What follows belongs to an exercise in optimizing a design on an open flow for small area and a short achievable clock period; a production flow would make more cautious choices. RTL that was checked went through simulation tests only; none was proved equivalent to the original. Function not checked in run 1: the RTL went through the layout flow alone. Power figures rest on the tool's default switching activity, not on a simulated workload.

**flow/config.mk**
```make
export PLATFORM = sky130hd
export DESIGN_NAME = DLX_top
export DESIGN_NICKNAME = DLX_top
export VERILOG_FILES = /design/flow/design.v
export SDC_FILE = /design/flow/constraint.sdc
export NUM_CORES = 4
export LEC_CHECK = 0
export CAP_MARGIN = 20
export CORE_MARGIN = 2
export CORE_UTILIZATION = 40
export CTS_BUF_LIST = sky130_fd_sc_hd__clkbuf_4 sky130_fd_sc_hd__clkbuf_8
export SETUP_SLACK_MARGIN = 2.0
export SLEW_MARGIN = 20
```
**flow/constraint.sdc**
```tcl
create_clock -name core_clock -period 4.5 [get_ports {clk}]
set_input_delay 0.9000 -clock core_clock [delete_from_list [all_inputs] [get_ports {clk}]]
set_output_delay 0.9000 -clock core_clock [all_outputs]
set_load 0.01 [all_outputs]
```
**flow/design.v**
```verilog
`timescale 1ns / 1ps
module stage1(
input logic clk, rst,
input logic enable_ex,
input logic [31:0] src1, src2, imm,
input logic [6:0] control_in,
input logic [31:0] mem_data_read_in,
output logic mem_data_wr_en,
output logic [31:0] mem_data_write_out,
output logic [31:0] p_q, g_q,
output logic [8:0] n_q,         
output logic cin_q, hadd_q, fill_q, shr_q, shl_q, upd_a_q,
output logic [1:0] cmode_q       
    );
logic [2:0] operation, opselect;
logic immp_regn;
assign {operation, immp_regn, opselect} = control_in;
assign mem_data_write_out = src2;
assign mem_data_wr_en = (opselect == 3'b100) && immp_regn;
logic [31:0] a, a_rev;
for (genvar i = 0; i < 32; i++) begin : g_rev
    assign a_rev[i] = a[31-i];
end
assign a = src1;
logic arith, memrd, shift, issue;
assign issue = enable_ex & ~rst;
assign arith = (opselect == 3'b001);
assign memrd = (opselect == 3'b101) && immp_regn;
assign shift = (opselect == 3'b000);
logic shl_op;
assign shl_op = shift & ~operation[1];
logic [31:0] b;
logic lhg;
assign lhg = arith && (operation == 3'b111);
logic k_m, k_imm, k_s2, k_imm_hi, k_s2_hi, k_imm_lhg, k_s2_lhg;
assign k_m = memrd;
assign k_imm = ~memrd & ~shl_op & immp_regn;
assign k_s2 = ~memrd & ~shl_op & ~immp_regn;
assign k_imm_hi = k_imm & ~lhg;
assign k_s2_hi = k_s2 & ~lhg;
assign k_imm_lhg = k_imm & lhg;
assign k_s2_lhg = k_s2 & lhg;
assign b[15:0] = ({16{shl_op}} & a_rev[15:0]) | ({16{k_m}} & mem_data_read_in[15:0]) | ({16{k_imm}} & imm[15:0]) | ({16{k_s2}} & src2[15:0]);
assign b[31:16] = ({16{shl_op}} & a_rev[31:16]) | ({16{k_m}} & mem_data_read_in[31:16]) | ({16{k_imm_hi}} & imm[31:16]) | ({16{k_s2_hi}} & src2[31:16])
                | ({16{k_imm_lhg}} & imm[15:0]) | ({16{k_s2_lhg}} & src2[15:0]);
logic [31:0] x;
assign x = a ^ {32{operation[1]}};
logic [3:0] t_lo, t_mid, t_hi;
logic addop;
logic cin, hadd, fill, shr, shl, upd, upd_a;
logic [1:0] cm, cmode;
always_comb begin
    t_lo = 4'b0000;
    addop = 1'b0;
    cin = 1'b0;
    hadd = 1'b0;
    fill = 1'b0;
    shr = 1'b0;
    shl = 1'b0;
    upd = 1'b0;
    cm = 2'd0;
    if (arith) begin
        upd = 1'b1;
        case (operation)
            3'b000:  begin t_lo = 4'b0110; addop = 1'b1; cm = 2'd2; end
            3'b010:  begin t_lo = 4'b0110; addop = 1'b1; cin = 1'b1; cm = 2'd2; end   
            3'b001: begin t_lo = 4'b0110; addop = 1'b1; hadd = 1'b1; cm = 2'd3; end
            3'b011:  begin t_lo = 4'b0101; cm = 2'd1; end
            3'b100:  t_lo = 4'b1000;
            3'b101:   t_lo = 4'b1110;
            3'b110:  t_lo = 4'b1001;                    
            default: begin t_lo = 4'b0000; cm = 2'd1; end
        endcase
    end else if (memrd) begin
        upd = (operation != 3'b011);
        cm = (operation != 3'b011) ? 2'd1 : 2'd0;
        t_lo = 4'b1010;
    end else if (shift) begin
        upd = ~operation[2];
        shl = ~operation[1];
        shr = operation[1];
        fill = operation[0] & operation[1] & a[31];
        t_lo = operation[1] ? 4'b0011 : 4'b1010;  
    end
end
assign upd_a = upd & issue;
assign cmode = issue ? cm : 2'd0;
always_comb begin
    t_mid = t_lo;
    t_hi = t_lo;
    if (lhg) t_hi = 4'b1010;
    if (memrd) begin
        if (operation[1:0] == 2'b00) t_mid = {4{~operation[2] & mem_data_read_in[7]}};
        if (operation[1] == 1'b0) t_hi = {4{~operation[2] & (operation[0] ? mem_data_read_in[15] : mem_data_read_in[7])}};
    end
end
logic [31:0] p, g;
for (genvar i = 0; i < 32; i++) begin : g_p
    if (i < 8) assign p[i] = t_lo[{x[i], b[i]}];
    else if (i < 16) assign p[i] = t_mid[{x[i], b[i]}];
    else assign p[i] = t_hi[{x[i], b[i]}];
end
assign g = addop ? x & b : 32'b0;
logic [4:0] n;
assign n = imm[2] ? src2[4:0] : imm[10:6];
always_ff@(posedge clk) begin
    p_q <= p;
    g_q <= g;
    n_q <= {n[4], 4'b1 << n[3:2], 4'b1 << n[1:0]};
    cin_q <= cin;
    hadd_q <= hadd;
    fill_q <= fill;
    shr_q <= shr;
    shl_q <= shl;
    upd_a_q <= upd_a;
    cmode_q <= cmode;
end
endmodule
`timescale 1ns / 1ps
module stage2(
input logic clk, rst,
input logic [31:0] p, g,
input logic [8:0] n,             
input logic cin, hadd, fill, shr, shl, upd_a,
input logic [1:0] cmode,
output logic [31:0] aluout,
output logic carry
);
function automatic logic [65:0] sk_level(input logic [32:0] p_in, g_in, input int l);
    logic [32:0] p_out, g_out;
    for (int i = 0; i < 33; i++) begin
        if ((i >> l) & 1) begin
            g_out[i] = p_in[i] ? g_in[((i >> l) << l) - 1] : g_in[i];
            p_out[i] = p_in[i] & p_in[((i >> l) << l) - 1];
        end else begin
            g_out[i] = g_in[i];
            p_out[i] = p_in[i];
        end
    end
    sk_level = {g_out, p_out};
endfunction
logic [32:0] pp0, pp1, pp2, pp3, pp4, pp5, gg0, gg1, gg2, gg3, gg4, gg5, gg6, pp6;
logic [32:0] c;
assign pp0 = {p, 1'b0};
assign gg0 = {g, cin};
assign {gg1, pp1} = sk_level(pp0, gg0, 0);
assign {gg2, pp2} = sk_level(pp1, gg1, 1);
assign {gg3, pp3} = sk_level(pp2, gg2, 2);
assign {gg4, pp4} = sk_level(pp3, gg3, 3);
assign {gg5, pp5} = sk_level(pp4, gg4, 4);
assign {gg6, pp6} = sk_level(pp5, gg5, 5);
assign c = gg6;
logic [31:0] sum, sh, sh_rev;
assign sum = p ^ c[31:0];
logic [3:0] s0, s1;
assign s0 = n[3:0];
assign s1 = n[7:4];
logic [34:0] e0;
logic [43:0] e1;
logic [31:0] l0, l1;
assign e0 = {{3{fill}}, p};
for (genvar i = 0; i < 32; i++) begin : g_l0
    assign l0[i] = (s0[0] & e0[i]) | (s0[1] & e0[i+1]) | (s0[2] & e0[i+2]) | (s0[3] & e0[i+3]);
end
assign e1 = {{12{fill}}, l0};
for (genvar i = 0; i < 32; i++) begin : g_l1
    assign l1[i] = (s1[0] & e1[i]) | (s1[1] & e1[i+4]) | (s1[2] & e1[i+8]) | (s1[3] & e1[i+12]);
end
assign sh = n[8] ? {{16{fill}}, l1[31:16]} : l1;
for (genvar i = 0; i < 32; i++) begin : g_rev
    assign sh_rev[i] = sh[31-i];
end
logic k_shr, k_shl, k_sum_lo, k_sum_hi, k_sext, k_hold;
assign k_hold   = ~rst & ~upd_a;
assign k_shr    = ~rst & upd_a & shr;
assign k_shl    = ~rst & upd_a & shl;
assign k_sum_lo = ~rst & upd_a & ~shr & ~shl;
assign k_sum_hi = k_sum_lo & ~hadd;
assign k_sext   = k_sum_lo & hadd;
logic [31:0] aluout_d;
for (genvar i = 0; i < 32; i++) begin : g_d
    if (i < 16) begin : g_lo
        assign aluout_d[i] = (k_shr & sh[i]) | (k_shl & sh_rev[i]) | (k_sum_lo & sum[i]) | (k_hold & aluout[i]);
    end else begin : g_hi
        assign aluout_d[i] = (k_shr & sh[i]) | (k_shl & sh_rev[i]) | (k_sum_hi & sum[i]) | (k_sext & sum[15]) | (k_hold & aluout[i]);
    end
end
logic cres;
always_comb begin
    case (cmode)
        2'd0: cres = carry;
        2'd1: cres = 1'b0;
        2'd2: cres = p[31] ^ c[32];
        default: cres = c[16];
    endcase
end
always_ff@(posedge clk) begin
    aluout <= aluout_d;
    carry <= ~rst & cres;
end
endmodule
`timescale 1ns / 1ps
module DLX_top(
input logic clk, rst,
input logic enable_ex,
input logic [31:0] src1, src2, imm,
input logic [6:0] control_in,
input logic [31:0] mem_data_read_in,
output logic mem_data_wr_en,
output logic [31:0] mem_data_write_out,
output logic [31:0]aluout,
output logic carry
);
logic [31:0] p, g;
logic [8:0] n;
logic cin, hadd, fill, shr, shl, upd_a;
logic [1:0] cmode;
stage1 s1(clk, rst, enable_ex, src1, src2, imm, control_in, mem_data_read_in,
          mem_data_wr_en, mem_data_write_out,
          p, g, n, cin, hadd, fill, shr, shl, upd_a, cmode);
stage2 uut(clk, rst, p, g, n, cin, hadd, fill, shr, shl, upd_a, cmode, aluout, carry);
endmodule
```
**flow/flow/run.sh**
```bash
#!/bin/bash
# The standard layout, with plain buffers (not delay cells) on the ports.
set -euo pipefail
bash standard.sh "BUFFER_PORTS_ARGS=-buffer_cell sky130_fd_sc_hd__buf_1" finish > standard.log 2>&1
```
**flow/standard.sh**
```bash
#!/bin/bash
# synth_recipe.tcl (not shown) runs the flow's synth.tcl, then flattens the netlist and writes it again
# the make line also repeats each setting of config.mk as NAME=value (left out here)
make -C /OpenROAD-flow-scripts/flow DESIGN_CONFIG=/design/flow/config.mk WORK_HOME=/design/flow/orfs CLKGATE_MAP_FILE= SYNTH_SCRIPT=/design/flow/synth_recipe.tcl "${@:-finish}"
```
==> run_results.csv, run 1 <==
group,metric,value,unit
power_and_ir_drop,swShare,36.9,%
global_route,grt_pass1_wl,59.4,mm
place,gp_congestion,1.01,
finish,final_area,10400,um2
power_and_ir_drop,p_seq_share,39.8,%
place,dp_hpwl,32.0,mm
sta,period_needed,2600,ps
detailed_routing,drcViolationCount,0,
sta,clock.fmax,385,MHz
finish,mostFrequentLayoutCell,"buf_1",
hold_path,min_path_type,"register to register",
finish,drive_above_1_share,16.4,%
finish,antenna_cells,0,
cts,h-tree-depth,4,
detailed_routing,antenna_left,0,
worst_setup_path,worstReg2RegStart,"s1.p_q[8]",
cts,clockBufferDepth,2,
worst_setup_path,start_kind,"input pin",
sta,clock_skew,12.0,ps
cts,clock_sinks,114,
cts,clk_latency,470,ps
logic_synthesis,synth_cell_type_count,70,
finish,fillers,2229,
sta,period_share,57.7,%
sta,max-slew-margin-rel,51.8,%
cts,cts_buffers,17,
logic_synthesis,synth-main-ff-cell,"dfxtp_1",
die,core-area,21700,um2
die,core.rowCount,54,
hold_path,hold_end,"uut.aluout[11]",
worst_setup_path,r2r.worst_path.cells,6,
sta,slew_viol_final,0,
logic_synthesis,syn_area,8760,um2
worst_setup_path,worstReg2RegEnd,"uut.aluout[18]",
run,maxCapViolations,0,
logic_synthesis,avgSynthCellArea,8.24,um2
cts,clk_pin_slew,70,ps
sta,fin_tns_setup,0,ps
global_route,first_global_vias,9369,
detailed_routing,wl_per_cell,27.3,um
finish,area_growth,18.7,%
worst_setup_path,cp.required,4840,ps
power_and_ir_drop,leakage,3.59,nW
worst_setup_path,cp_max_fo,7,
power_and_ir_drop,power.density,290,nW/um2
cts,cts_tree,"yes",
die,start_util,40.4,%
sta,worstMarginPinSlew,721,ps
logic_synthesis,yosysWarningCount,2,
place,dp_slack,1100,ps
global_route,antenna_found_initial,0,
hold_path,min_path_cells,2,
detailed_routing,vias,9645,
place,placed_area,9430,um2
logic_synthesis,synth_edf_count,0,
global_route,track_usage,34.1,%
power_and_ir_drop,p_clk_share,32.9,%
logic_synthesis,syn_inst,1064,
place,portBuffers,203,
sta,setup_violations,0,
logic_synthesis,synth_nets,1202,
detailed_routing,drt_iter0_drc,1115,
run_status,status,"timing/DRC/antenna clean",
detailed_routing,vias_per_cell,6.46,
logic_synthesis,seq_area_frac_synth,26.0,%
hold_path,hp-start,"uut.aluout[11]",
worst_setup_path,rrSetupSlack,1980,ps
detailed_routing,first_pass_iters,7,
logic_synthesis,ys_async_sr_fraction,0,%
finish,nets,1339,
worst_setup_path,cp-end-kind,"register",
logic_synthesis,synth_seq_cells,114,
power_and_ir_drop,p_int,1.90,mW
worst_setup_path,arrival,2930,ps
detailed_routing,drt_wl_total,40.8,mm
sta,hold_viol,0,
power_and_ir_drop,switchingPower,1.11,mW
sta,worst_slack,1900,ps
worst_setup_path,critPathKind,"input pin to register",
finish,layout_common_cells,"buf_1 (196), dfxtp_1 (89), o21ai_0 (86)",
cts,cts-root-buf,"clkbuf_8",
die,die_w,152,um
power_and_ir_drop,peakVddDrop,0.146,mV
die,io_pins,204,
power_and_ir_drop,power.share.combinational,27.3,%
global_route,grt_max_degree,40,
global_route,grt-ovfl-total,0,
die,dieArea,23100,um2
sta,rsz0062_at_grt,"true",
die,die-height,152,um
cells by family after synthesis:
group / synth area share (%)
AOI/OAI and AO/OA: 31.3
and+or+nand+nor: 17.8
buffers and inverters: 8.45
DFF: 26.0
xor gates and xnor gates: 6.20
muxes: 10.2
worst max-delay path by stage:
stage	startpoint	endpoint	cells past startpoint
floorplan	control_in[1]	s1.p_q[9]	7
global placement	control_in[1]	s1.g_q[17]	7
global route	s1.p_q[0]	uut.aluout[18]	8
CTS	control_in[2]	s1.p_q[11]	9
finish	control_in[1]	s1.p_q[24]	9
detailed placement	control_in[1]	s1.p_q[11]	7
worst max-delay path: stages:
cell and delay, ps:
buf_12 110, or2_4 260, nor3_4 160, buf_6 150, nor3_4 50, buf_12 140
a222oi_1 510, o211a_1 340, mux4_2 310
sequential cells by signal, indices dropped and copies added (netlist names), 2 cells and up:
| register | cells |
|---|---|
| s1.cmode_q | 2 |
| s1.g_q | 32 |
| s1.n_q | 9 |
| s1.p_q | 32 |
| uut.aluout | 32 |
synthesized netlist by cell type, drive strengths merged, types with 24 or more instances:
| cell type | count | area share (%) |
|---|---|---|
| a21oi | 32 | 1.8 |
| a22o | 52 | 5.2 |
| a22oi | 55 | 4.8 |
| buf | 63 | 4.4 |
| clkbuf | 71 | 3.1 |
| dfxtp | 114 | 26 |
| inv | 24 | 1.0 |
| mux4 | 32 | 8.2 |
| nand2 | 83 | 3.6 |
| nand3 | 31 | 1.8 |
| nor2 | 51 | 2.2 |
| nor3 | 39 | 2.5 |
| o21ai | 101 | 5.8 |
| xnor2 | 51 | 5.1 |
per-layer routing:
metal / track usage, % / part of all wire (%)
met5: 0 / 0
met4: 21.3 / 6.7
met3: 6.62 / 8.1
met2: 55.6 / 46
met1: 41.4 / 39
final cells by class:
| cell class | count | area [um2] | area share (%) |
|---|---|---|---|
| clock inverter | 14 | 154 | 1.48 |
| sequential | 114 | 2320 | 22.3 |
| tap | 280 | 350 | 3.37 |
| inverter | 24 | 90.1 | 0.866 |
| clock buffer | 18 | 248 | 2.38 |
| timing repair buffer | 252 | 1260 | 12.1 |
| multi-input combinational | 792 | 5980 | 57.5 |
through the flow:
stage	total power, mW	utilization (%)	cells	hold WS (ps)
final	3.02	48.0	1494	472
after CTS	2.97	46.8	1479	480
after detailed placement	1.96	43.5	1433	462
after global placement	1.96	43.5	1433	454
after global routing	3.11	48.0	1494	510
after floorplan	1.67	-	1064	510
timing repair:
action | 4_1_cts | 5_1_grt
gates resized for setup | 56 | 34
pin swaps | 11 | 20
setup endpoints to repair | 82 | 55
buffers inserted | 13 | 15
gates cloned | 1 | 0
hold buffers | 0 | 0
power groups by stage:
stage	Sequential (mW)	Clock [mW]	Combinational [mW]
floorplan	1.10	0	0.575
global route	1.20	1.04	0.868
detailed placement	1.21	0	0.752
finish	1.20	0.993	0.824
CTS	1.19	1.00	0.779
global placement	1.21	0	0.754
==> run 2: changes to the inputs <==
--- a/flow/design.v
+++ b/flow/design.v
@@ -27,24 +27,28 @@
 assign arith = (opselect == 3'b001);
 assign memrd = (opselect == 3'b101) && immp_regn;
 assign shift = (opselect == 3'b000);
-logic shl_op;
-assign shl_op = shift & ~operation[1];
 logic [31:0] b;
 logic lhg;
 assign lhg = arith && (operation == 3'b111);
 logic k_m, k_imm, k_s2, k_imm_hi, k_s2_hi, k_imm_lhg, k_s2_lhg;
 assign k_m = memrd;
-assign k_imm = ~memrd & ~shl_op & immp_regn;
-assign k_s2 = ~memrd & ~shl_op & ~immp_regn;
+assign k_imm = ~memrd & immp_regn;
+assign k_s2 = ~memrd & ~immp_regn;
 assign k_imm_hi = k_imm & ~lhg;
 assign k_s2_hi = k_s2 & ~lhg;
 assign k_imm_lhg = k_imm & lhg;
 assign k_s2_lhg = k_s2 & lhg;
-assign b[15:0] = ({16{shl_op}} & a_rev[15:0]) | ({16{k_m}} & mem_data_read_in[15:0]) | ({16{k_imm}} & imm[15:0]) | ({16{k_s2}} & src2[15:0]);
-assign b[31:16] = ({16{shl_op}} & a_rev[31:16]) | ({16{k_m}} & mem_data_read_in[31:16]) | ({16{k_imm_hi}} & imm[31:16]) | ({16{k_s2_hi}} & src2[31:16])
+assign b[15:0] = ({16{k_m}} & mem_data_read_in[15:0]) | ({16{k_imm}} & imm[15:0]) | ({16{k_s2}} & src2[15:0]);
+assign b[31:16] = ({16{k_m}} & mem_data_read_in[31:16]) | ({16{k_imm_hi}} & imm[31:16]) | ({16{k_s2_hi}} & src2[31:16])
                 | ({16{k_imm_lhg}} & imm[15:0]) | ({16{k_s2_lhg}} & src2[15:0]);
+logic shl_op;
+assign shl_op = shift & ~operation[1];
 logic [31:0] x;
-assign x = a ^ {32{operation[1]}};
+logic k_rev, k_a, k_na;
+assign k_rev = shl_op;
+assign k_a = ~shl_op & ~operation[1];
+assign k_na = ~shl_op & operation[1];
+assign x = ({32{k_rev}} & a_rev) | ({32{k_a}} & a) | ({32{k_na}} & ~a);
 logic [3:0] t_lo, t_mid, t_hi;
 logic addop;
 logic cin, hadd, fill, shr, shl, upd, upd_a;
@@ -80,7 +84,7 @@
         shl = ~operation[1];
         shr = operation[1];
         fill = operation[0] & operation[1] & a[31];
-        t_lo = operation[1] ? 4'b0011 : 4'b1010;  
+        t_lo = operation[1] ? 4'b0011 : 4'b1100;  
     end
 end
 assign upd_a = upd & issue;
--- a/flow/config.mk
+++ b/flow/config.mk
@@ -9,5 +9,5 @@
 export CORE_MARGIN = 2
 export CORE_UTILIZATION = 40
 export CTS_BUF_LIST = sky130_fd_sc_hd__clkbuf_4 sky130_fd_sc_hd__clkbuf_8
-export SETUP_SLACK_MARGIN = 2.0
+export SETUP_SLACK_MARGIN = 2.2
 export SLEW_MARGIN = 20
==> run 2 against run 1 <==
  * Still clean on timing, DRC and antenna
  * First-iteration DRC count grew 8.3%
  * Sequential cell count is the same
  * Fmax grew 7.6%
  * Synthesized area shrank 0.31%
  * Worst hold slack gained 5.7 ps
  * Largest power group unchanged
  * Highest routed layer unchanged
==> run_results.csv, run 2 <==
group,metric,value,unit
run_status,status,"timing/DRC/antenna clean",
die,core.rowCount,54,
logic_synthesis,synth_commonest_cells,"nand2_1 (149), dfxtp_1 (114), a22oi_1 (111), o21ai_0 (100), clkbuf_1 (86)",
global_route,grt_pass1_wl,57.5,mm
logic_synthesis,yosys.area.top_type,"dfxtp_1",
logic_synthesis,ys_async_sr_fraction,0,%
die,core-area,21600,um2
power_and_ir_drop,leakage,4.07,nW
power_and_ir_drop,switchingPower,1.17,mW
cts,cts-root-buf,"clkbuf_8",
logic_synthesis,avgSynthCellArea,8.04,um2
logic_synthesis,yosysWarningCount,2,
worst_setup_path,start_kind,"register",
power_and_ir_drop,finalPower,3.12,mW
power_and_ir_drop,p_int,1.95,mW
global_route,track_usage,34.0,%
detailed_routing,vias_per_cell,6.48,
logic_synthesis,syn_inst,1087,
detailed_routing,vias,10100,
place,gp_congestion,0.965,
logic_synthesis,synth.most_common_cell,"nand2_1",
finish,fillers,2076,
finish,nets,1403,
cts,postCtsHoldBufs,0,
power_and_ir_drop,power.share.combinational,30.5,%
hold_path,min_path_type,"register to register",
detailed_routing,antenna_left,0,
detailed_routing,drt_iter0_drc,1208,
global_route,grt_max_degree,50,
logic_synthesis,synth-main-ff-cell,"dfxtp_1",
worst_setup_path,cp.required,4830,ps
global_route,first_global_vias,8983,
detailed_routing,wl_per_cell,25.9,um
logic_synthesis,synth_edf_count,0,
finish,final_core_utilization,53.1,%
run,maxCapViolations,0,
die,io_pins,204,
sta,clock_skew,13.1,ps
sta,setup_violations,0,
finish,mostFrequentLayoutCell,"buf_1",
power_and_ir_drop,p_seq_share,38.0,%
finish,stdcell_count,1558,
die,die-height,152,um
sta,max-slew-margin-rel,53.8,%
detailed_routing,drt_wl_total,40.4,mm
worst_setup_path,cp_max_fo,8,
worst_setup_path,cp-end-kind,"register",
worst_setup_path,arrival,2740,ps
sta,fin_tns_setup,0,ps
cts,clockBufferDepth,2,
die,start_util,40.4,%
die,dieArea,23000,um2
logic_synthesis,synth_nets,1225,
finish,antenna_cells,0,
finish,area_growth,31.4,%
logic_synthesis,syn_area,8740,um2
logic_synthesis,synth_top_area_share,26.1,%
sta,worstMarginPinSlew,687,ps
worst_setup_path,critPathKind,"register to register",
finish,drive_above_1_share,29.3,%
power_and_ir_drop,swShare,37.4,%
logic_synthesis,synth_cell_type_count,71,
sta,period_needed,2410,ps
place,dp_slack,867,ps
sta,clock.fmax,415,MHz
cts,clk_pin_slew,80,ps
power_and_ir_drop,peakVddDrop,0.126,mV
detailed_routing,first_pass_iters,9,
logic_synthesis,synthTopCellsByArea,"dfxtp_1 (26%), a22oi_1 (9.5%), mux4_2 (8.2%)",
sta,rsz0062_at_grt,"true",
place,dpl.cell_count,1453,
global_route,grt-ovfl-total,0,
cts,cts_tree,"yes",
power_and_ir_drop,p_clk_share,31.5,%
place,portBuffers,203,
die,die_w,152,um
cts,clk_latency,450,ps
cts,cts_buffers,17,
sta,period_share,53.6,%
detailed_routing,drcViolationCount,0,
logic_synthesis,synth_seq_cells,114,
place,dp_hpwl,29.8,mm
sta,slew_viol_final,0,
sta,hold_viol,0,
finish,layout_common_cells,"buf_1 (195), nand2_1 (142), a22oi_1 (107)",
global_route,antenna_found_initial,0,
finish,top_regs,"s1.g_q x32, s1.p_q x32, uut.aluout x32",
cts,h-tree-depth,4,
cts,clock_sinks,114,
power_and_ir_drop,power.density,272,nW/um2
sta,worst_slack,2090,ps
logic_synthesis,seq_area_frac_synth,26.1,%
[run 2: worst max-delay path: stages, from the launching register on]
cell and delay, ps:
dfxtp_4 360, mux2i_4 190, o211ai_4 200, a22oi_4 90, nor4_4 530, o31ai_2 160
o211ai_1 340, mux2i_1 340, o21ai_1 80
[run 2: cell families (layout without fill, tap and decap cells)]
family                 after synthesis  count (layout)  share of synthesized area [%]
AO/OA/AOI/OAI                      388             391                           31.0
AND/OR/NAND/NOR                    321             325                           17.3
buffers and inverters              154             338                           8.29
flip-flops                         114             114                           26.1
multiplexers                        84              84                           14.7
XOR/XNOR                            26              26                           2.61
[run 2: what timing repair did]
action,4_1_cts,5_1_grt
gates resized for setup,158,98
setup endpoints to repair,94,55
gates cloned,4,4
buffers inserted,40,25
pin swaps,25,37
[run 2: layer usage]
metal | global-route usage (%) | share of wire [%] | wire [um] | up-vias
li1 | - | - | - | 4496
met1 | 44.0 | 40 | 16000 | 4828
met2 | 54.4 | 46 | 18500 | 661
met3 | 6.62 | 8.7 | 3490 | 114
met4 | 16.7 | 6.1 | 2460 | 0
met5 | 0 | 0 | 0 | -
[run 2: layout make-up]
type | count | area (um2) | share of cell area (%)
well taps | 280 | 350 | 3.05
multi-input cells | 826 | 6690 | 58.3
repair buffers | 292 | 1620 | 14.1
inverters | 14 | 57.6 | 0.501
flip-flops and latches | 114 | 2360 | 20.6
clock buffers | 18 | 241 | 2.10
clock inverters | 14 | 155 | 1.35
[run 2: worst paths after layout]
path / start / endpoint / slack [ps] / cells after the start
max: s1.p_q[0] / uut.aluout[26] / 2090 / 8
max reg2reg: s1.p_q[0] / uut.aluout[26] / 2090 / 8
min: uut.aluout[11] / uut.aluout[11] / 480 / 2
min reg2reg: uut.aluout[11] / uut.aluout[11] / 480 / 2
[run 2: power groups by stage]
stage | registers (mW) | clock network [mW] | logic (mW)
floorplan | 1.10 | 0 | 0.579
CTS | 1.17 | 0.984 | 0.858
global placement | 1.20 | 0 | 0.758
global route | 1.19 | 1.03 | 0.998
finish | 1.19 | 0.983 | 0.950
detailed placement | 1.20 | 0 | 0.754
[run 2: per-stage QoR]
stage          cell area [um2]  hold WS (ps)
4_1_cts                  10900           484
5_1_grt                  11500           517
6_report                 11500           477
2_1_floorplan             9050           510
3_5_place_dp              9570           466
3_3_place_gp              9570           459
==> run 3: changes to the inputs <==
--- a/flow/config.mk
+++ b/flow/config.mk
@@ -9,5 +9,5 @@
 export CORE_MARGIN = 2
 export CORE_UTILIZATION = 40
 export CTS_BUF_LIST = sky130_fd_sc_hd__clkbuf_4 sky130_fd_sc_hd__clkbuf_8
-export SETUP_SLACK_MARGIN = 2.2
+export SETUP_SLACK_MARGIN = 1.8
 export SLEW_MARGIN = 20
==> run 3 against run 2 <==
  * Still clean
  * Clock skew grew 1.9 ps
  * Sequential cell count is the same
  * Setup slack worse by 290 ps
  * Sequential power barely moved
  * Largest cell class unchanged
  * Highest routed layer unchanged
==> run_results.csv, run 3 <==
group,metric,value,unit
run_status,status,"timing/DRC/antenna clean",
hold_path,min_path_cells,2,
global_route,grt_pass1_wl,53.4,mm
logic_synthesis,synth_nets,1225,
place,gp_congestion,1.02,
worst_setup_path,worstPathCellList,"o31a_1, a21o_1, o21ai_0, o221ai_1, or3_1, a31o_1",
place,dp_hpwl,28.4,mm
global_route,first_global_vias,8585,
cts,cts_tree,"yes",
detailed_routing,drt_wl_total,36.5,mm
global_route,track_usage,31.5,%
finish,layout_common_cells,"buf_1 (197), nand2_1 (148), a22oi_1 (111)",
detailed_routing,vias_per_cell,6.39,
finish,final_area,9980,um2
worst_setup_path,cpMaxStageDelayCell,"dfxtp_1",
sta,clock.fmax,370,MHz
cts,clk_pin_slew,70,ps
sta,clock_skew,14.9,ps
logic_synthesis,synth.most_common_cell,"nand2_1",
logic_synthesis,syn_area,8740,um2
die,die-height,152,um
power_and_ir_drop,p_clk_share,33.5,%
detailed_routing,drcViolationCount,0,
detailed_routing,vias,9497,
place,portBuffers,203,
worst_setup_path,path_buf_inv,0,
worst_setup_path,worstReg2RegEnd,"uut.aluout[28]",
logic_synthesis,synth_edf_count,0,
worst_setup_path,crit_end,"uut.aluout[28]",
worst_setup_path,critPathKind,"register to register",
worst_setup_path,arrival,3050,ps
sta,hold_viol,0,
worst_setup_path,cp.depth,6,
worst_setup_path,critical-path-top-delay-family,"compound AO/OA/AOI/OAI gates",
cts,clk_latency,460,ps
worst_setup_path,worstReg2RegStart,"s1.n_q[7]",
logic_synthesis,synth_commonest_cells,"nand2_1 (149), dfxtp_1 (114), a22oi_1 (111), o21ai_0 (100), clkbuf_1 (86)",
finish,top_regs,"s1.g_q x32, s1.p_q x32, uut.aluout x32",
cts,cts-root-buf,"clkbuf_8",
power_and_ir_drop,p_int,1.84,mW
hold_path,min_path_type,"register to register",
logic_synthesis,synth_top_area_share,26.1,%
logic_synthesis,yosysWarningCount,2,
logic_synthesis,synth-main-ff-cell,"dfxtp_1",
global_route,grt_max_degree,64,
sta,fin_hold_ws,481,ps
finish,drive_above_1_share,14.9,%
power_and_ir_drop,power.share.combinational,25.6,%
finish,final_core_utilization,46.1,%
power_and_ir_drop,switchingPower,1.09,mW
finish,area_growth,14.2,%
logic_synthesis,syn_inst,1087,
die,start_util,40.4,%
die,die_w,152,um
global_route,antenna_found_initial,0,
place,dpl.cell_count,1446,
die,dieArea,23000,um2
power_and_ir_drop,finalPower,2.92,mW
finish,stdcell_count,1487,
finish,antenna_cells,0,
finish,nets,1333,
cts,cts_buffers,17,
worst_setup_path,rrSetupSlack,1800,ps
logic_synthesis,yosys.area.top_type,"dfxtp_1",
power_and_ir_drop,leakage,3.48,nW
sta,max-slew-margin-rel,25.0,%
die,core.rowCount,54,
worst_setup_path,max_stage_delay,640,ps
hold_path,hp-start,"uut.aluout[11]",
cts,h-tree-depth,4,
cts,clockBufferDepth,2,
sta,fin_tns_setup,0,ps
sta,setup_violations,0,
global_route,grt-ovfl-total,0,
sta,worstMarginPinSlew,1120,ps
worst_setup_path,start_kind,"register",
die,core-area,21600,um2
power_and_ir_drop,power.density,293,nW/um2
power_and_ir_drop,swShare,37.1,%
sta,worst_slack,1800,ps
cts,postCtsHoldBufs,0,
logic_synthesis,synth_seq_cells,114,
cts,clock_sinks,114,
power_and_ir_drop,p_seq_share,41.0,%
logic_synthesis,synth_cell_type_count,71,
sta,period_needed,2700,ps
sta,rsz0062_at_grt,"true",
place,placed_area,9320,um2
detailed_routing,antenna_left,0,
run,maxCapViolations,0,
die,io_pins,204,
worst_setup_path,cp-end-kind,"register",
power_and_ir_drop,peakVddDrop,0.158,mV
finish,mostFrequentLayoutCell,"buf_1",
worst_setup_path,r2r.worst_path.cells,6,
logic_synthesis,synthTopCellsByArea,"dfxtp_1 (26%), a22oi_1 (9.5%), mux4_2 (8.2%)",
worst_setup_path,cp.required,4850,ps
logic_synthesis,ys_async_sr_fraction,0,%
sta,period_share,60.0,%
worst_setup_path,critPathLaunch,"s1.n_q[7]",
logic_synthesis,avgSynthCellArea,8.04,um2
logic_synthesis,seq_area_frac_synth,26.1,%
detailed_routing,wl_per_cell,24.6,um
place,dp_slack,673,ps
sta,slew_viol_final,0,
detailed_routing,drt_iter0_drc,1198,
detailed_routing,first_pass_iters,9,
worst_setup_path,cp_max_fo,27,
==> run 3: cell counts after synthesis <==
No cell type changed its count.
==> run 3: worst min-delay path by stage <==
| stage | slack, ps | end |
|---|---|---|
| final | 480 | uut.aluout[11] |
| after detailed placement | 460 | uut.aluout[11] |
| after floorplan | 510 | uut.aluout[11] |
| after CTS | 480 | uut.aluout[11] |
| after global routing | 500 | uut.aluout[11] |
| after global placement | 460 | uut.aluout[11] |
==> run 3: power by group through the flow <==
stage / sequential [mW] / combinational, mW / clock [mW]
floorplan: 1.10 / 0.550 / 0
global placement: 1.21 / 0.703 / 0
detailed placement: 1.21 / 0.704 / 0
CTS: 1.19 / 0.723 / 0.983
global route: 1.20 / 0.794 / 1.03
finish: 1.20 / 0.747 / 0.978
==> run 3: area by class of cell <==
type	count	area, um2
fillers	2266	11600
multi-input cells	819	5900
flip-flops and latches	114	2290
repair buffers	229	981
well taps	280	350
clock buffers	17	234
clock inverters	14	156
inverters	14	57.6
==> run 3: tightest hold or removal path: cells and delay by family (launching register included) <==
kind	cells	cell delay, ps
flip-flops	1	330
AO/OA/AOI/OAI	2	120
==> run 3: per-layer routing <==
metal | vias up | track usage [%] | share of wire, %
li1 | 4343 | - | -
met1 | 4462 | 41.7 | 42
met2 | 603 | 48.3 | 44
met3 | 89 | 6.08 | 8.3
met4 | 0 | 17.1 | 5.6
met5 | - | 0 | 0
==> run 3: kinds of logic (layout without fill, tap and decap cells) <==
kind of cell    after synthesis  count (layout)  share of synthesized area, %
compound gates              388             388                          31.0
simple gates                321             321                          17.3
buf+inv                     154             274                          8.29
flops                       114             114                          26.1
mux                          84              84                          14.7
xor+xnor                     26              26                          2.61
==> run 3: what timing repair did <==
| action | CTS | global route |
|---|---|---|
| gates resized for setup | 37 | 21 |
| buffers inserted | 4 | 6 |
| pin swaps | 3 | 4 |
| setup endpoints to repair | 52 | 50 |
==> run 4: changes to the inputs <==
--- a/flow/config.mk
+++ b/flow/config.mk
@@ -9,5 +9,6 @@
 export CORE_MARGIN = 2
 export CORE_UTILIZATION = 40
 export CTS_BUF_LIST = sky130_fd_sc_hd__clkbuf_4 sky130_fd_sc_hd__clkbuf_8
-export SETUP_SLACK_MARGIN = 1.8
+export PLACE_DENSITY = 0.8
+export SETUP_SLACK_MARGIN = 2.0
 export SLEW_MARGIN = 20
==> run 4 against run 3 <==
  * Highest routed layer unchanged
  * Worst hold slack improved by 9.2 ps
  * Total power increased by 4.4%
  * Sequential cell count unchanged
  * Final cell count increased by 0.94%
  * Still clean on timing, DRC and antenna
  * First-iteration DRC count increased by 49%
  * Critical endpoint is now s1.p_q[26]
  * Routed wire length increased by 0.78%
  * Clock skew about the same
  * Largest power group unchanged
==> run_results.csv, run 4 <==
group,metric,value,unit
run_status,status,"timing/DRC/antenna clean",
global_route,antenna_found_initial,0,
die,die-height,152,um
power_and_ir_drop,p_seq_share,39.4,%
sta,fin_tns_setup,0,ps
detailed_routing,wl_per_cell,24.5,um
finish,fillers,2036,
logic_synthesis,synth_nets,1225,
cts,clk_latency,450,ps
logic_synthesis,avgSynthCellArea,8.04,um2
finish,antenna_cells,0,
sta,hold_viol,0,
power_and_ir_drop,leakage,3.63,nW
power_and_ir_drop,switchingPower,1.10,mW
cts,clock_sinks,114,
sta,slew_viol_final,0,
cts,h-tree-depth,4,
cts,cts_buffers,17,
detailed_routing,drt_wl_total,36.8,mm
power_and_ir_drop,power.density,293,nW/um2
finish,layout_common_cells,"buf_1 (196), nand2_1 (147), a22oi_1 (108)",
finish,final_core_utilization,48.2,%
die,io_pins,204,
logic_synthesis,ys_async_sr_fraction,0,%
logic_synthesis,synthTopCellsByArea,"dfxtp_1 (26%), a22oi_1 (9.5%), mux4_2 (8.2%)",
logic_synthesis,syn_inst,1087,
worst_setup_path,start_kind,"input pin",
power_and_ir_drop,power.share.combinational,26.1,%
logic_synthesis,synth_top_area_share,26.1,%
logic_synthesis,syn_area,8740,um2
logic_synthesis,synth.most_common_cell,"nand2_1",
place,dp_slack,973,ps
cts,cts-root-buf,"clkbuf_8",
sta,period_needed,2500,ps
sta,period_share,55.5,%
logic_synthesis,yosys.area.top_type,"dfxtp_1",
worst_setup_path,arrival,2820,ps
sta,clock_skew,15.1,ps
worst_setup_path,cp.required,4830,ps
run,maxCapViolations,0,
worst_setup_path,cp_max_fo,12,
global_route,first_global_vias,8828,
cts,clk_pin_slew,80,ps
global_route,grt_pass1_wl,53.6,mm
place,gp_congestion,1.02,
logic_synthesis,synth_cell_type_count,71,
detailed_routing,drcViolationCount,0,
global_route,grt_max_degree,60,
detailed_routing,vias_per_cell,6.65,
detailed_routing,antenna_left,0,
die,core.rowCount,54,
finish,area_growth,19.4,%
detailed_routing,drt_iter0_drc,1791,
power_and_ir_drop,p_int,1.95,mW
worst_setup_path,critPathKind,"input pin to register",
die,core-area,21600,um2
logic_synthesis,synth_edf_count,0,
logic_synthesis,synth-main-ff-cell,"dfxtp_1",
power_and_ir_drop,swShare,36.2,%
detailed_routing,first_pass_iters,9,
detailed_routing,vias,9978,
sta,rsz0062_at_grt,"true",
sta,setup_violations,0,
logic_synthesis,synth_commonest_cells,"nand2_1 (149), dfxtp_1 (114), a22oi_1 (111), o21ai_0 (100), clkbuf_1 (86)",
die,die_w,152,um
logic_synthesis,yosysWarningCount,2,
power_and_ir_drop,peakVddDrop,0.171,mV
global_route,track_usage,31.1,%
finish,mostFrequentLayoutCell,"buf_1",
sta,max-slew-margin-rel,32.3,%
logic_synthesis,seq_area_frac_synth,26.1,%
die,start_util,40.4,%
place,dp_hpwl,27.5,mm
place,portBuffers,203,
sta,worst_slack,2000,ps
logic_synthesis,synth_seq_cells,114,
finish,drive_above_1_share,20.1,%
worst_setup_path,cp-end-kind,"register",
hold_path,min_path_type,"register to register",
worst_setup_path,rrSetupSlack,2010,ps
cts,cts_tree,"yes",
power_and_ir_drop,p_clk_share,34.5,%
die,dieArea,23000,um2
finish,nets,1346,
cts,postCtsHoldBufs,0,
sta,worstMarginPinSlew,1010,ps
finish,top_regs,"s1.g_q x32, s1.p_q x32, uut.aluout x32",
cts,clockBufferDepth,2,
global_route,grt-ovfl-total,0,
sta,clock.fmax,401,MHz
[run 4: cell counts after synthesis]
No cell type changed its count.
[run 4: stage by stage]
step,power (mW),cells,hold slack [ps],instance area [um2]
after floorplan,1.67,1087,510,8960
after global placement,1.91,1443,457,9430
after detailed placement,1.92,1443,473,9430
after CTS,2.98,1488,490,10200
after global routing,3.14,1501,510,10400
final,3.05,1501,491,10400
[run 4: kinds of logic after synthesis]
family / after synthesis / synth area share [%]
compound gates: 388 / 31.0
xor+xnor: 26 / 2.61
buf+inv: 154 / 8.29
flops: 114 / 26.1
mux: 84 / 14.7
simple gates: 321 / 17.3
[run 4: layout make-up]
class                           instances  area (um2)  area share (%)
Timing Repair inverter                  1        5.00          0.0480
Clock inverter                         13         174            1.67
Timing Repair Buffer                  239        1110            10.7
Clock buffer                           19         255            2.45
Inverter                               14        61.3           0.588
Multi-Input combinational cell        821        6140            58.9
Tap cell                              280         350            3.36
Sequential cell                       114        2320            22.3
[run 4: worst max-delay path, stage by stage]
cell and delay (ps):
clkbuf_4 200, nor3b_4 290, and2_4 210, nand3_4 150, and2_4 240, nand2_1 60, o21ai_1 70, a221oi_2 330
mux4_2 370
[run 4: repair_timing]
item	in CTS	in global routing
pin swaps	5	11
gates resized for setup	58	51
endpoints found under the setup margin	62	42
setup buffers	11	12
cloned	2	1
[run 4: final timing paths]
kind,start,end,depth (start not counted)
setup / recovery,control_in[0],s1.p_q[26],9
hold / removal,uut.aluout[7],uut.aluout[7],2
setup reg to reg,s1.p_q[5],uut.aluout[28],9
hold reg to reg,uut.aluout[7],uut.aluout[7],2
[run 4: power groups by stage]
stage	clock, mW	sequential (mW)	combinational (mW)
floorplan	0	1.10	0.570
global route	1.10	1.21	0.841
detailed placement	0	1.21	0.709
global placement	0	1.21	0.706
CTS	1.05	1.19	0.743
finish	1.05	1.20	0.796
[run 4: layer usage]
layer / global-route usage [%] / share of wire, %
met5: 0 / 0
met4: 14.9 / 5.3
met3: 6.86 / 12
met2: 47.6 / 44
met1: 41.5 / 38
==> run 5: changes to the inputs <==
--- a/flow/config.mk
+++ b/flow/config.mk
@@ -9,6 +9,5 @@
 export CORE_MARGIN = 2
 export CORE_UTILIZATION = 40
 export CTS_BUF_LIST = sky130_fd_sc_hd__clkbuf_4 sky130_fd_sc_hd__clkbuf_8
-export PLACE_DENSITY = 0.8
-export SETUP_SLACK_MARGIN = 2.0
+export SETUP_SLACK_MARGIN = 1.9
 export SLEW_MARGIN = 20
==> run 5 against run 4 <==
  * Largest cell class unchanged
  * Critical endpoint unchanged
  * Non-clock buffer count down 2
  * Setup slack worse by 110 ps
  * Highest routed layer unchanged
  * Sequential share of layout area up 0.65 points
  * Synthesized cell count unchanged
  * Clock-buffer cell count down 2
  * Largest power group unchanged
  * Clock power down 17%
==> run_results.csv, run 5 <==
group,metric,value,unit
run_status,status,"timing/DRC/antenna clean",
die,core-area,21600,um2
place,dp_hpwl,29.7,mm
finish,antenna_cells,0,
finish,drive_above_1_share,17.5,%
power_and_ir_drop,leakage,3.49,nW
logic_synthesis,yosysWarningCount,2,
cts,clockBufferDepth,2,
run,maxCapViolations,0,
worst_setup_path,cp_max_fo,17,
sta,max-slew-margin-rel,32.6,%
global_route,track_usage,33.1,%
cts,h-tree-depth,4,
global_route,first_global_vias,8760,
sta,rsz0062_at_grt,"true",
worst_setup_path,critPathKind,"input pin to register",
finish,top_regs,"s1.g_q x32, s1.p_q x32, uut.aluout x32",
global_route,grt-ovfl-total,0,
logic_synthesis,syn_area,8740,um2
worst_setup_path,cpMaxStageDelayCell,"o21ai_0",
sta,period_share,57.9,%
worst_setup_path,cp.required,4840,ps
hold_path,min_path_type,"register to register",
worst_setup_path,cp-end-kind,"register",
logic_synthesis,synth_cell_type_count,71,
logic_synthesis,synth_commonest_cells,"nand2_1 (149), dfxtp_1 (114), a22oi_1 (111), o21ai_0 (100), clkbuf_1 (86)",
die,die_w,152,um
worst_setup_path,rrSetupSlack,1990,ps
sta,fin_hold_ws,477,ps
worst_setup_path,max_stage_delay,400,ps
logic_synthesis,ys_async_sr_fraction,0,%
sta,setup_violations,0,
finish,fillers,2213,
detailed_routing,wl_per_cell,25.4,um
die,start_util,40.4,%
place,portBuffers,203,
detailed_routing,antenna_left,0,
cts,clk_latency,470,ps
logic_synthesis,synth_nets,1225,
power_and_ir_drop,power.density,282,nW/um2
cts,clock_sinks,114,
power_and_ir_drop,peakVddDrop,0.140,mV
logic_synthesis,synth.most_common_cell,"nand2_1",
worst_setup_path,worstPathCellList,"buf_2, clkinv_4, a21oi_4, buf_4, a22oi_1, o21ai_0, a221oi_2, mux4_2",
cts,cts_tree,"yes",
global_route,antenna_found_initial,0,
cts,cts-root-buf,"clkbuf_8",
place,gp_congestion,1.07,
cts,cts_buffers,17,
detailed_routing,vias_per_cell,6.47,
global_route,grt_max_degree,39,
logic_synthesis,synth-main-ff-cell,"dfxtp_1",
worst_setup_path,start_kind,"input pin",
finish,layout_common_cells,"buf_1 (197), nand2_1 (145), a22oi_1 (110)",
die,core.rowCount,54,
finish,mostFrequentLayoutCell,"buf_1",
logic_synthesis,seq_area_frac_synth,26.1,%
sta,clock.fmax,384,MHz
logic_synthesis,synthTopCellsByArea,"dfxtp_1 (26%), a22oi_1 (9.5%), mux4_2 (8.2%)",
sta,hold_viol,0,
detailed_routing,drt_wl_total,38.1,mm
die,dieArea,23000,um2
detailed_routing,drcViolationCount,0,
detailed_routing,vias,9697,
logic_synthesis,avgSynthCellArea,8.04,um2
sta,slew_viol_final,0,
finish,nets,1343,
finish,final_core_utilization,46.7,%
die,io_pins,204,
logic_synthesis,synth_top_area_share,26.1,%
sta,period_needed,2610,ps
logic_synthesis,syn_inst,1087,
logic_synthesis,yosys.area.top_type,"dfxtp_1",
logic_synthesis,synth_edf_count,0,
finish,area_growth,15.5,%
sta,fin_tns_setup,0,ps
worst_setup_path,arrival,2950,ps
logic_synthesis,synth_seq_cells,114,
sta,clock_skew,14.1,ps
cts,clk_pin_slew,80,ps
detailed_routing,drt_iter0_drc,1049,
detailed_routing,first_pass_iters,8,
sta,worstMarginPinSlew,1010,ps
die,die-height,152,um
global_route,grt_pass1_wl,55.7,mm
## run 5: cell counts after synthesis
No cell type changed its count.
## run 5: through the flow
step / setup slack (ps) / instance area (um2) / instances / power [mW]
after floorplan: 1860 / 8850 / 1087 / 1.66
after global placement: 1020 / 9430 / 1453 / 1.94
after detailed placement: 984 / 9430 / 1453 / 1.93
after CTS: 1860 / 9930 / 1492 / 2.80
after global routing: 1830 / 10100 / 1498 / 2.95
final: 1890 / 10100 / 1498 / 2.84
## run 5: power by group
part	internal [mW]	switching, mW
sequential	1.06	0.129
clock	0.380	0.488
combinational	0.296	0.490
## run 5: path summary, 6_finish.rpt
kind	startpoint	end	cells past startpoint
min	uut.aluout[13]	uut.aluout[13]	2
max reg2reg	s1.p_q[7]	uut.aluout[24]	7
min reg2reg	uut.aluout[13]	uut.aluout[13]	2
max	control_in[3]	s1.p_q[26]	8
## run 5: kinds of logic after synthesis
family	after synthesis	synth area share, %
XOR/XNOR	26	2.61
AND/OR/NAND/NOR	321	17.3
multiplexers	84	14.7
flip-flops	114	26.1
buffers and inverters	154	8.29
AO/OA/AOI/OAI	388	31.0
## run 5: worst max-delay path, delay by kind of cell
family	cells	cell delay (ps)
AOI/OAI and AO/OA	4	970
buffers and inverters	3	740
muxes	1	320
## run 5: layer usage
| metal | GRT usage [%] | share of wire [%] | vias to the layer above |
|---|---|---|---|
| met1 | 42.3 | 40 | 4516 |
| li1 | - | - | 4359 |
| met3 | 6.41 | 9.2 | 132 |
| met5 | 0 | 0 | - |
| met4 | 23.5 | 7.9 | 0 |
| met2 | 50.1 | 43 | 690 |
## run 5: repair_timing
action                     CTS  global route
gates resized for setup     36            44
buffers inserted             5             6
cloned                       2             0
hold buffers                 0             0
hold endpoints to repair     0             0
setup endpoints to repair   56            39
pin swaps                    3             6
## run 5: layout make-up
cell class                      instances  area (um2)  area share, %
Clock inverter                         15         111           1.10
Inverter                               14        57.6          0.571
Sequential cell                       114        2310           22.9
Multi-Input combinational cell        821        5980           59.3
Timing Repair Buffer                  237        1040           10.3
Tap cell                              280         350           3.47
Clock buffer                           17         234           2.32
==> run 6: changes to the inputs <==
--- a/flow/config.mk
+++ b/flow/config.mk
@@ -9,5 +9,6 @@
 export CORE_MARGIN = 2
 export CORE_UTILIZATION = 40
 export CTS_BUF_LIST = sky130_fd_sc_hd__clkbuf_4 sky130_fd_sc_hd__clkbuf_8
-export SETUP_SLACK_MARGIN = 1.9
+export SETUP_SLACK_MARGIN = 2.0
 export SLEW_MARGIN = 20
+export TNS_END_PERCENT = 0
==> run 6 against run 5 <==
  * Combinational power decreased by 2%
  * Setup slack got worse by 67 ps
  * Worst hold slack gained 14 ps
  * Non-clock buffer count down 7
  * Die area stayed put
  * Register-to-register slack worse by 50 ps
  * Largest cell class unchanged
  * Sequential cell count unchanged
  * Synthesized area unchanged
  * First-iteration DRC count up 6.5%
==> run_results.csv, run 6 <==
group,metric,value,unit
sta,hold_viol,0,
run_status,status,"timing/DRC/antenna clean",
logic_synthesis,syn_inst,1087,
logic_synthesis,synth_mux_area_share,14.7,%
die,die_w,152,um
worst_setup_path,cp.required,4830,ps
power_and_ir_drop,leakage,3.53,nW
place,portBuffers,203,
global_route,grt_pass1_wl,55.3,mm
logic_synthesis,seq_area_frac_synth,26.1,%
worst_setup_path,arrival,3010,ps
sta,slew_viol_final,0,
place,gp_congestion,1.04,
die,io_pins,204,
power_and_ir_drop,p_int,1.97,mW
logic_synthesis,synthTopCellsByArea,"dfxtp_1 (26%), a22oi_1 (9.5%), mux4_2 (8.2%)",
die,dieArea,23000,um2
power_and_ir_drop,p_clk_share,36.4,%
logic_synthesis,synth_commonest_cells,"nand2_1 (149), dfxtp_1 (114), a22oi_1 (111), o21ai_0 (100), clkbuf_1 (86)",
logic_synthesis,avgSynthCellArea,8.04,um2
logic_synthesis,yosys.area.top_type,"dfxtp_1",
finish,nets,1335,
cts,h-tree-depth,4,
logic_synthesis,synth_edf_count,0,
logic_synthesis,synth_simple_gate_area_share,17.3,%
finish,area_growth,15.6,%
cts,cts_tree,"yes",
die,core.rowCount,54,
sta,setup_violations,0,
place,dpl.cell_count,1451,
finish,top_regs,"s1.g_q x32, s1.p_q x32, uut.aluout x32",
sta,max-slew-margin-rel,45.6,%
sta,fin_tns_setup,0,ps
cts,clk_pin_slew,80,ps
detailed_routing,drt_wl_total,37.1,mm
detailed_routing,wl_per_cell,24.9,um
die,die-height,152,um
sta,worst_slack,1830,ps
logic_synthesis,synth_top_area_share,26.1,%
power_and_ir_drop,finalPower,3.08,mW
global_route,track_usage,32.5,%
sta,period_needed,2670,ps
logic_synthesis,synth-main-ff-cell,"dfxtp_1",
detailed_routing,first_pass_iters,8,
sta,clock_skew,14.7,ps
power_and_ir_drop,power.share.combinational,25.0,%
finish,drive_above_1_share,16.4,%
worst_setup_path,critPathKind,"input pin to register",
power_and_ir_drop,power.density,305,nW/um2
logic_synthesis,synth_nets,1225,
sta,period_share,59.4,%
logic_synthesis,synth_seq_cells,114,
sta,worstMarginPinSlew,813,ps
worst_setup_path,cp_max_fo,19,
global_route,grt-ovfl-total,0,
finish,stdcell_count,1490,
finish,fillers,2219,
power_and_ir_drop,p_seq_share,38.6,%
detailed_routing,vias,9559,
finish,layout_common_cells,"buf_1 (200), nand2_1 (148), a22oi_1 (110)",
die,core-area,21600,um2
sta,rsz0062_at_grt,"true",
logic_synthesis,synth_cell_type_count,71,
global_route,grt_max_degree,61,
logic_synthesis,synthXorXnorAreaFrac,2.61,%
detailed_routing,vias_per_cell,6.42,
logic_synthesis,yosysWarningCount,2,
worst_setup_path,start_kind,"input pin",
logic_synthesis,ys_async_sr_fraction,0,%
die,start_util,40.4,%
power_and_ir_drop,switchingPower,1.11,mW
finish,mostFrequentLayoutCell,"buf_1",
logic_synthesis,synth_compound_area_share,31.0,%
place,dp_slack,1060,ps
power_and_ir_drop,peakVddDrop,0.189,mV
sta,clock.fmax,374,MHz
logic_synthesis,syn_area,8740,um2
cts,clock_sinks,114,
worst_setup_path,cp-end-kind,"register",
finish,antenna_cells,0,
global_route,antenna_found_initial,0,
place,dp_hpwl,29.4,mm
hold_path,min_path_type,"register to register",
logic_synthesis,synth.most_common_cell,"nand2_1",
detailed_routing,antenna_left,0,
detailed_routing,drt_iter0_drc,1117,
power_and_ir_drop,swShare,36.0,%
global_route,first_global_vias,8880,
cts,cts_buffers,17,
run,maxCapViolations,0,
cts,cts-root-buf,"clkbuf_8",
detailed_routing,drcViolationCount,0,
cts,clk_latency,460,ps
logic_synthesis,synth_top_family_by_area,"compound AO/OA/AOI/OAI gates",
cts,clockBufferDepth,2,
logic_synthesis,yosys.area_share.adder,0,%
==> run 6: worst paths after layout <==
path	from	to	slack, ps	cells past startpoint
worst max-delay path	control_in[0]	s1.p_q[25]	1830	9
worst min-delay path	uut.aluout[11]	uut.aluout[11]	490	2
worst max register to register	s1.p_q[0]	uut.aluout[28]	1940	8
worst min register to register	uut.aluout[11]	uut.aluout[11]	490	2
==> run 6: worst max-delay path, stage by stage <==
cell and delay (ps):
buf_2 200, nor3b_4 290, and2_4 210, nand3_4 180
and2_4 260, nand2_1 70, o21ai_0 190, a221oi_2 320
mux4_2 370
==> run 6: metal layers <==
layer  part of all wire, %  track usage [%]
met1                    40             42.3
met2                    45             51.3
met3                   9.0             6.32
met4                   5.6             16.9
met5                     0                0
==> run 6: per-stage QoR <==
step | util (%) | cell area, um2 | hold slack (ps)
6_report | 46.7 | 10100 | 491
5_1_grt | 46.7 | 10100 | 522
4_1_cts | 46.2 | 10000 | 491
3_5_place_dp | 43.7 | 9440 | 472
3_3_place_gp | 43.7 | 9440 | 458
2_1_floorplan | - | 8900 | 510
==> run 6: kinds of logic (layout without fill, tap and decap cells) <==
family / count (synthesis) / count (layout)
mux: 84 / 84
flops: 114 / 114
xor+xnor: 26 / 26
buf+inv: 154 / 276
simple gates: 321 / 322
compound gates: 388 / 388
==> run 6: cell type report <==
type	count	area, um2	share of cell area, %
multi-input combinational	820	5970	59.1
inverter	14	53.8	0.533
tap	280	350	3.47
clock buffer	17	234	2.32
clock inverter	15	219	2.17
sequential	114	2300	22.8
timing repair buffer	230	972	9.63
==> run 6: power by group through the flow <==
| stage | sequential, mW | combinational, mW | clock [mW] |
|---|---|---|---|
| CTS | 1.18 | 0.741 | 1.13 |
| global placement | 1.20 | 0.729 | 0 |
| detailed placement | 1.20 | 0.729 | 0 |
| finish | 1.19 | 0.770 | 1.12 |
| global route | 1.20 | 0.821 | 1.18 |
| floorplan | 1.10 | 0.565 | 0 |
==> run 6: what timing repair did <==
action / 4_1_cts / 5_1_grt
gates resized for setup: 23 / 26
setup endpoints to repair: 56 / 69
pin swaps: 2 / 2
hold buffers: 0 / 0
setup buffers: 4 / 2
cloned: 1 / 0
==> run 7: changes to the inputs <==
--- a/flow/config.mk
+++ b/flow/config.mk
@@ -11,4 +11,3 @@
 export CTS_BUF_LIST = sky130_fd_sc_hd__clkbuf_4 sky130_fd_sc_hd__clkbuf_8
 export SETUP_SLACK_MARGIN = 2.0
 export SLEW_MARGIN = 20
-export TNS_END_PERCENT = 0
==> run 7 against run 6 <==
  * Combinational power is 4.5% higher
  * Sequential share of layout area fell by 0.46 points
  * Synthesized cell count did not move
  * Sequential power about the same
  * Final cell count up 1.2%
  * Via count grew 1.3%
  * Die area stayed put
  * Highest routed layer unchanged
  * Largest cell class unchanged
  * Clock-buffer cell count rose by 2
  * Critical path depth shrank 2
  * Routed wire length increased by 0.92%
  * Non-clock buffer count increased by 13
  * First-iteration DRC count rose by 2.9%
  * Largest power group unchanged
==> run_results.csv, run 7 <==
group,metric,value,unit
run_status,status,"timing/DRC/antenna clean",
detailed_routing,drt_wl_total,37.5,mm
finish,fillers,2207,
power_and_ir_drop,power.density,284,nW/um2
hold_path,min_path_type,"register to register",
cts,cts_tree,"yes",
die,core.rowCount,54,
cts,clk_pin_slew,80,ps
place,portBuffers,203,
finish,drive_above_1_share,20.5,%
logic_synthesis,synth_edf_count,0,
sta,fin_tns_setup,0,ps
logic_synthesis,synth_top_area_share,26.1,%
finish,layout_common_cells,"buf_1 (196), nand2_1 (145), a22oi_1 (104)",
detailed_routing,first_pass_iters,8,
detailed_routing,drt_iter0_drc,1149,
finish,mostFrequentLayoutCell,"buf_1",
sta,slew_viol_final,0,
cts,clockBufferDepth,2,
logic_synthesis,syn_inst,1087,
sta,period_needed,2520,ps
hold_path,hold_end,"uut.aluout[11]",
power_and_ir_drop,peakVddDrop,0.154,mV
worst_setup_path,arrival,2850,ps
finish,multi_input_area,6190,um2
cts,cts_buffers,17,
cts,clock_sinks,114,
detailed_routing,vias,9682,
sta,worstMarginPinSlew,863,ps
logic_synthesis,synth-main-ff-cell,"dfxtp_1",
cts,h-tree-depth,4,
global_route,track_usage,31.9,%
logic_synthesis,yosys.area.top_type,"dfxtp_1",
place,dp_slack,918,ps
worst_setup_path,worstReg2RegStart,"s1.n_q[0]",
global_route,first_global_vias,8687,
place,dp_hpwl,28.4,mm
worst_setup_path,cpMaxStageDelayCell,"o21ai_1",
worst_setup_path,critPathKind,"input pin to register",
finish,area_growth,19.4,%
worst_setup_path,rrSetupSlack,2020,ps
sta,rsz0062_at_grt,"true",
sta,period_share,56.0,%
logic_synthesis,synth_cell_type_count,71,
worst_setup_path,cp.required,4830,ps
finish,final_core_utilization,48.3,%
finish,top_regs,"s1.g_q x32, s1.p_q x32, uut.aluout x32",
worst_setup_path,r2r.worst_path.cells,8,
logic_synthesis,seq_area_frac_synth,26.1,%
global_route,grt_max_degree,43,
place,placed_area,9460,um2
die,io_pins,204,
place,dpl.cell_count,1447,
finish,nets,1352,
worst_setup_path,path_buf_inv,3,
logic_synthesis,synth_commonest_cells,"nand2_1 (149), dfxtp_1 (114), a22oi_1 (111), o21ai_0 (100), clkbuf_1 (86)",
place,gp_congestion,0.985,
cts,clk_latency,460,ps
finish,area.sequential,2330,um2
cts,cts-root-buf,"clkbuf_8",
logic_synthesis,synth.most_common_cell,"nand2_1",
hold_path,min_path_cells,2,
logic_synthesis,avgSynthCellArea,8.04,um2
die,die_w,152,um
finish,final_area,10400,um2
detailed_routing,vias_per_cell,6.42,
hold_path,hp-start,"uut.aluout[11]",
worst_setup_path,start_kind,"input pin",
logic_synthesis,synthTopCellsByArea,"dfxtp_1 (26%), a22oi_1 (9.5%), mux4_2 (8.2%)",
detailed_routing,wl_per_cell,24.9,um
power_and_ir_drop,leakage,3.63,nW
sta,hold_viol,0,
die,dieArea,23000,um2
logic_synthesis,syn_area,8740,um2
global_route,antenna_found_initial,2,
worst_setup_path,worstPathCellList,"buf_2, nor3_4, buf_4, buf_12, mux2_2, o21ai_1, mux4_2",
run,maxCapViolations,0,
logic_synthesis,synth_seq_cells,114,
sta,worst_slack,1980,ps
sta,max-slew-margin-rel,41.9,%
sta,clock.fmax,397,MHz
global_route,grt-ovfl-total,0,
detailed_routing,antenna_left,0,
sta,fin_hold_ws,484,ps
power_and_ir_drop,finalPower,2.96,mW
worst_setup_path,cp_max_fo,26,
detailed_routing,drcViolationCount,0,
global_route,grt_pass1_wl,54.4,mm
logic_synthesis,ys_async_sr_fraction,0,%
die,core-area,21600,um2
sta,setup_violations,0,
logic_synthesis,yosysWarningCount,2,
worst_setup_path,cp-end-kind,"register",
worst_setup_path,max_stage_delay,440,ps
sta,clock_skew,15.9,ps
logic_synthesis,synth_nets,1225,
finish,stdcell_count,1508,
die,start_util,40.4,%
worst_setup_path,critical-path-top-delay-family,"multiplexers",
worst_setup_path,cp.depth,7,
worst_setup_path,worstReg2RegEnd,"uut.aluout[28]",
die,die-height,152,um
[run 7: cell count changes in the layout (fill, tap and decap cells not counted), moves of 4 or more]
cell,before,now
buf_4,26,37
dfxtp_1,102,93
o21ai_0,71,63
dfxtp_4,0,7
a22oi_1,110,104
a22oi_2,1,7
o21ai_1,11,16
buf_1,200,196
[run 7: report_power, final]
| part | switching [mW] | leakage [nW] | internal, mW | total, mW |
|---|---|---|---|---|
| registers | 0.133 | 0.937 | 1.06 | 1.19 |
| logic | 0.498 | 2.50 | 0.308 | 0.805 |
| clock network | 0.488 | 0.194 | 0.475 | 0.963 |
[run 7: cell families (layout without fill, tap and decap cells)]
group	count (synthesis)	in the layout	share of synthesized area [%]
compound gates	388	388	31.0
xor+xnor	26	26	2.61
buf+inv	154	290	8.29
flops	114	114	26.1
mux	84	84	14.7
other cells	0	1	0
simple gates	321	325	17.3
[run 7: routing by layer]
| metal | vias to the layer above | GRT usage [%] | routed length, um | share of wire, % |
|---|---|---|---|---|
| li1 | 4388 | - | - | - |
| met1 | 4513 | 41.6 | 14900 | 40 |
| met2 | 670 | 49.1 | 16600 | 44 |
| met3 | 111 | 6.68 | 3700 | 9.9 |
| met4 | 0 | 17.8 | 2230 | 6.0 |
| met5 | - | 0 | 0 | 0 |
[run 7: final cells by class]
class	count	area share [%]
repair buffers	243	10.7
clock buffers	19	2.51
repair inverters	1	0.0480
clock inverters	13	1.20
well taps	280	3.36
flip-flops and latches	114	22.3
multi-input cells	823	59.3
diodes	1	0.0240
inverters	14	0.588
[run 7: timing repair]
item                                    4_1_cts  5_1_grt
hold buffers                                  0        0
gates resized for setup                      50       61
pin swaps                                     3        9
endpoints found under the setup margin       68       48
gates cloned                                  2        3
setup buffers                                12       11
[run 7: worst max path at each step]
stage | slack (ps) | end | startpoint
6_report | 1980 | s1.p_q[6] | control_in[1]
5_1_grt | 1970 | uut.aluout[30] | rst
4_1_cts | 2000 | s1.p_q[0] | control_in[2]
3_5_place_dp | 920 | s1.p_q[25] | control_in[0]
3_3_place_gp | 1050 | s1.p_q[31] | control_in[0]
2_1_floorplan | 1900 | s1.p_q[17] | control_in[3]
[run 7: tightest hold or removal path: stages (launching register included)]
cell     delay [ps]
dfxtp_1         330
a21oi_1          50
o21ai_0          60
==> run 8: changes to the inputs <==
--- a/flow/config.mk
+++ b/flow/config.mk
@@ -7,7 +7,7 @@
 export LEC_CHECK = 0
 export CAP_MARGIN = 20
 export CORE_MARGIN = 2
-export CORE_UTILIZATION = 40
+export CORE_UTILIZATION = 50
 export CTS_BUF_LIST = sky130_fd_sc_hd__clkbuf_4 sky130_fd_sc_hd__clkbuf_8
 export SETUP_SLACK_MARGIN = 2.0
 export SLEW_MARGIN = 20
==> run 8 against run 7 <==
  * Still clean
  * Non-clock buffer count increased by 10
  * Utilization increased by 12 points
  * Setup slack improved by 3.6 ps
  * Design area decreased by 0.47%
  * Critical path type unchanged
  * Largest cell class unchanged
==> run_results.csv, run 8 <==
group,metric,value,unit
run_status,status,"timing/DRC/antenna clean",
finish,area.sequential,2330,um2
logic_synthesis,avgSynthCellArea,8.04,um2
die,die_w,136,um
worst_setup_path,critPathLaunch,"control_in[0]",
detailed_routing,drt_wl_total,35.9,mm
cts,clock_sinks,114,
cts,h-tree-depth,4,
hold_path,min_path_type,"register to register",
place,placed_area,9420,um2
sta,worstMarginPinSlew,744,ps
worst_setup_path,start_kind,"input pin",
detailed_routing,vias,9763,
worst_setup_path,critPathKind,"input pin to register",
worst_setup_path,cp_max_fo,16,
logic_synthesis,synthTopCellsByArea,"dfxtp_1 (26%), a22oi_1 (9.5%), mux4_2 (8.2%)",
sta,period_share,55.9,%
logic_synthesis,synth.most_common_cell,"nand2_1",
die,io_pins,204,
hold_path,hp-start,"uut.aluout[13]",
detailed_routing,drcViolationCount,0,
global_route,grt_pass1_wl,53.3,mm
cts,cts-root-buf,"clkbuf_8",
finish,drive_above_1_share,21.2,%
cts,cts_tree,"yes",
finish,nets,1358,
die,core.rowCount,48,
place,portBuffers,203,
cts,cts_buffers,17,
detailed_routing,antenna_left,0,
die,die-height,136,um
logic_synthesis,syn_inst,1087,
finish,layout_common_cells,"buf_1 (196), nand2_1 (147), a22oi_1 (107)",
worst_setup_path,worstReg2RegStart,"s1.n_q[5]",
logic_synthesis,synth_cell_type_count,71,
logic_synthesis,synth_edf_count,0,
power_and_ir_drop,peakVddDrop,0.197,mV
cts,clk_latency,450,ps
logic_synthesis,synth_nets,1225,
global_route,antenna_found_initial,2,
logic_synthesis,ys_async_sr_fraction,0,%
cts,clockBufferDepth,2,
logic_synthesis,synth-main-ff-cell,"dfxtp_1",
finish,mostFrequentLayoutCell,"buf_1",
sta,slew_viol_final,0,
worst_setup_path,arrival,2830,ps
power_and_ir_drop,p_clk_share,35.2,%
logic_synthesis,synth_commonest_cells,"nand2_1 (149), dfxtp_1 (114), a22oi_1 (111), o21ai_0 (100), clkbuf_1 (86)",
detailed_routing,first_pass_iters,8,
-- run 8: cell counts after synthesis --
No cell type changed its count.
-- run 8: path summary, 6_finish.rpt --
kind / depth (start not counted) / to
worst max register to register: 7 / uut.aluout[30]
worst min-delay path: 2 / uut.aluout[13]
worst max-delay path: 9 / s1.p_q[27]
worst min register to register: 2 / uut.aluout[13]
-- run 8: per-layer routing --
| layer | global-route usage (%) | up-vias | wire (um) | part of all wire [%] |
|---|---|---|---|---|
| li1 | - | 4390 | - | - |
| met1 | 49.7 | 4605 | 14300 | 40 |
| met2 | 60.9 | 664 | 16400 | 46 |
| met3 | 6.56 | 102 | 3120 | 8.7 |
| met4 | 20.8 | 2 | 2020 | 5.6 |
| met5 | 0 | - | 13 | 0.036 |
-- run 8: metrics by stage --
stage / total power [mW] / setup WS [ps] / hold slack (ps) / instances / utilization, %
after CTS: 3.01 / 1980 / 478 / 1446 / 59.1
after floorplan: 1.67 / 1900 / 510 / 1087 / -
after global routing: 3.16 / 1940 / 515 / 1458 / 60.5
after detailed placement: 1.92 / 907 / 456 / 1396 / 54.8
after global placement: 1.92 / 999 / 460 / 1396 / 54.8
final: 3.06 / 1980 / 491 / 1458 / 60.5
-- run 8: area by class of cell --
| cell class | instances | area share, % |
|---|---|---|
| sequential | 114 | 22.4 |
| timing repair buffer | 253 | 11.3 |
| inverter | 14 | 0.518 |
| tap | 225 | 2.71 |
| clock buffer | 19 | 2.40 |
| multi-input combinational | 820 | 58.9 |
| clock inverter | 13 | 1.77 |
-- run 8: logic make-up after synthesis --
| group | after synthesis | share of synthesized area, % |
|---|---|---|
| compound gates | 388 | 31.0 |
| simple gates | 321 | 17.3 |
| xor+xnor | 26 | 2.61 |
| mux | 84 | 14.7 |
| buf+inv | 154 | 8.29 |
| flops | 114 | 26.1 |
-- run 8: repair_timing --
item / CTS / global route
pin swaps: 6 / 7
setup buffers: 17 / 12
resized for setup: 45 / 57
hold buffers: 0 / 0
cloned: 1 / 0
setup endpoints to repair: 61 / 47
-- run 8: power groups by stage --
stage | clock network (mW) | registers, mW | logic (mW)
floorplan | 0 | 1.10 | 0.570
global placement | 0 | 1.20 | 0.723
detailed placement | 0 | 1.20 | 0.724
CTS | 1.08 | 1.18 | 0.751
global route | 1.12 | 1.20 | 0.835
finish | 1.07 | 1.19 | 0.791
-- run 8: worst max-delay path: stages --
cell and delay (ps):
clkbuf_4 170, nor3b_4 170, buf_4 150, buf_4 130, buf_4 130, a211o_4 370
nor2_2 140, o21ai_4 150, mux4_2 500

Check on run 8: ideal ports give 1.984 ns setup slack; a clkbuf_16 on the clock port and buf_2 on the inputs give 1.997 ns; moving port delays by the midpoint clock arrival (0.481 ns) as well gives 1.517 ns.
